Context: an optimization exercise on an open-source flow, tuned for small area, a short achievable clock period and few clock cycles. The choices shown serve that exercise and are no tape-out recipe. Only simulation tests tie the RTL to the original design; equivalence was not proved. No activity file was given, so power comes from the tool's default toggle rates.

// core
module core #(
    parameter ADDR_W = 32,
    parameter INST_W = 32,
    parameter DATA_W = 32
)(
    input                   i_clk,
    input                   i_rst_n,
    output [ ADDR_W-1 : 0 ] o_i_addr,
    input  [ INST_W-1 : 0 ] i_i_inst,
    output                  o_d_we,
    output [ ADDR_W-1 : 0 ] o_d_addr,
    output [ DATA_W-1 : 0 ] o_d_wdata,
    input  [ DATA_W-1 : 0 ] i_d_rdata,
    output [        1 : 0 ] o_status,
    output                  o_status_valid
);
For scale: ~5000 cells after synthesis, about 1300 flip-flops, ~170 I/O pins, roughly 61000 sq um of cells after synthesis.
export LEC_CHECK = 0
export CAP_MARGIN = 20
export CORE_MARGIN = 2
export CORE_UTILIZATION = 40
export CTS_BUF_LIST = sky130_fd_sc_hd__clkbuf_8
export PLACE_DENSITY = 0.7
export SLEW_MARGIN = 20
create_clock -name core_clock -period 10.0 [get_ports {i_clk}]
standard.sh (not shown) runs the stock make flow with config.mk's settings and CLKGATE_MAP_FILE= SYNTH_SCRIPT=/design/flow/synth_recipe.tcl, a recipe that flattens the netlist after the stock synthesis.
==> flow/flow/run.sh <==
#!/bin/bash
# Layout: the standard flow (standard.sh) with these changes:
#  - repair_timing aims at a setup slack of 7 ns on the 10 ns clock (a 3 ns
#    period), working on the worst path only (TNS_END_PERCENT 0), so the
#    achieved period is pushed down without upsizing every path;
#  - synthesis leaves adders to abc instead of mapping them to full/half
#    adder cells (ADDER_MAP_FILE empty);
#  - the branch-target adder module tgt_add is kept as its own module through
#    abc (then flattened as usual), so abc maps it for its own critical path
#    (it sits on a path from the i_i_inst input);
#  - every port still gets its buffer, but a buf_4 instead of the delay cell
#    buffer_ports picks by default;
cd "$(dirname "$0")/.."
export SETUP_SLACK_MARGIN=7
export TNS_END_PERCENT=0
export ADDER_MAP_FILE=
export SYNTH_KEEP_MODULES=tgt_add
export BUFFER_PORTS_ARGS="-buffer_cell sky130_fd_sc_hd__buf_4"
bash standard.sh > standard.log 2>&1
The starting point finished clean.
Testbench counts at the start, summed over its fixed seeds: cycles 164,830.
==> next run, changes <==
--- a/flow/design.v
+++ b/flow/design.v
@@ -59,55 +59,59 @@
 assign br_sext = o_blt | o_bge;
 assign eof     = o_eof;
 assign use_rt  = is_r | o_sw | o_beq | o_bne | o_blt | o_bge | o_bltu | o_bgeu;
 endmodule
 module registerFile (
     input             i_clk,
     input             i_rst_n,
     input             we,
     input      [4:0]  waddr,
     input      [31:0] wdata,
     input      [4:0]  raddr0,
+    input             rden0,
     input      [4:0]  raddr1,
+    input             rden1,
     output     [31:0] rdata0,
     output     [31:0] rdata1
 );
 reg  [31:0] vld;
+wire [31:0] sel0, sel1;
 wire [31:0] q [0:31];
 genvar i;
 generate
     for (i = 0; i < 32; i = i + 1) begin : g_reg
         reg [31:0] r;
         always @(posedge i_clk) begin
             if (we && waddr == i) r <= wdata;
         end
-        assign q[i] = r;
+        assign q[i]    = r;
+        assign sel0[i] = vld[i] & rden0 & (raddr0 == i);
+        assign sel1[i] = vld[i] & rden1 & (raddr1 == i);
     end
 endgenerate
 always @(posedge i_clk or negedge i_rst_n) begin
     if (!i_rst_n)   vld <= 32'd0;
     else if (we)    vld[waddr] <= 1'b1;
 end
-reg [31:0] lo0, hi0, lo1, hi1;
+reg [31:0] o0, o1;
 integer k;
 always @(*) begin
-    lo0 = 32'd0; hi0 = 32'd0; lo1 = 32'd0; hi1 = 32'd0;
-    for (k = 0; k < 16; k = k + 1) begin
-        lo0 = lo0 | ({32{vld[k]    & (raddr0[3:0] == k)}} & q[k]);
-        hi0 = hi0 | ({32{vld[k+16] & (raddr0[3:0] == k)}} & q[k+16]);
-        lo1 = lo1 | ({32{vld[k]    & (raddr1[3:0] == k)}} & q[k]);
-        hi1 = hi1 | ({32{vld[k+16] & (raddr1[3:0] == k)}} & q[k+16]);
+    o0 = 32'd0;
+    o1 = 32'd0;
+    for (k = 0; k < 32; k = k + 1) begin
+        o0 = o0 | ({32{sel0[k]}} & q[k]);
+        o1 = o1 | ({32{sel1[k]}} & q[k]);
     end
 end
-assign rdata0 = raddr0[4] ? hi0 : lo0;
-assign rdata1 = raddr1[4] ? hi1 : lo1;
+assign rdata0 = o0;
+assign rdata1 = o1;
 endmodule
 module core #(
     parameter ADDR_W = 32,
     parameter INST_W = 32,
     parameter DATA_W = 32
 )(
     input                   i_clk,
     input                   i_rst_n,
     output [ ADDR_W-1 : 0 ] o_i_addr,
     input  [ INST_W-1 : 0 ] i_i_inst,
     output                  o_d_we,
@@ -179,23 +183,25 @@
 wire [4:0] d_dst = d_is_r ? rd : rt;
 wire        rf_we = w_we | w_ld;
 wire [31:0] rf_wdata = w_ld ? i_d_rdata : res_w;
 wire [31:0] rf_a, rf_b;
 registerFile RF (
     .i_clk  (i_clk),
     .i_rst_n(i_rst_n),
     .we     (rf_we),
     .waddr  (rd_w),
     .wdata  (rf_wdata),
     .raddr0 (rs),
+    .rden0  (1'b1),
     .raddr1 (rt),
+    .rden1  (1'b1),
     .rdata0 (rf_a),
     .rdata1 (rf_b)
 );
 wire [31:0] alu_e;
 wire        dae = ve & wr_e & (rd_e == rs);
 wire        dbe = ve & wr_e & (rd_e == rt);
 wire        dam = m_we & (rd_m == rs);
 wire        dbm = m_we & (rd_m == rt);
 wire        daw = rf_we & (rd_w == rs);
 wire        dbw = rf_we & (rd_w == rt);
 wire        sa_m = ~dae & dam;
=>
- clock skew drops by 0.028 ns
- final area climbs by 2.5%
- cell count climbs by 1.1%
- core utilization climbs by 1.1 points
- clock power climbs by 8.0%
- clock-buffer cell count drops by 3
- non-clock buffer count climbs by 13
- synthesized area is about the same
Testbench counts after the change, summed over its fixed seeds: cycles 164,830.

re-timing with driven ports:
The flow's constraints put no driver on any port. The routed layouts listed below were extracted and timed again, unchanged, in two steps.
Step 1 sets driving cells, clkbuf_16 on the clock port and buf_2 on the other inputs (assumed; they add their load-dependent delay and slew).
Step 2, shift: input delay + t, output delay - t, t = (earliest + latest rising clock arrival at the registers) / 2. This alone moves slack from input paths to output paths.
Three values: ideal ports, drivers, drivers and shift; two values: the first two.
run | shift t [ns] | slack for setup (ns) | worst setup path at the end | worst register clock-pin slew, ns
the first run | 1.010 | 6.019 / 5.975 / 4.966 | input to register | 0.08 / 0.08
the second run | 1.048 | 6.265 / 6.281 / 5.233 | input to register | 0.10 / 0.10
After both steps every run listed still meets setup and hold. For the first run, which loses most, drivers alone change the setup slack by -0.044 ns; drivers and shift together by -1.053 ns.
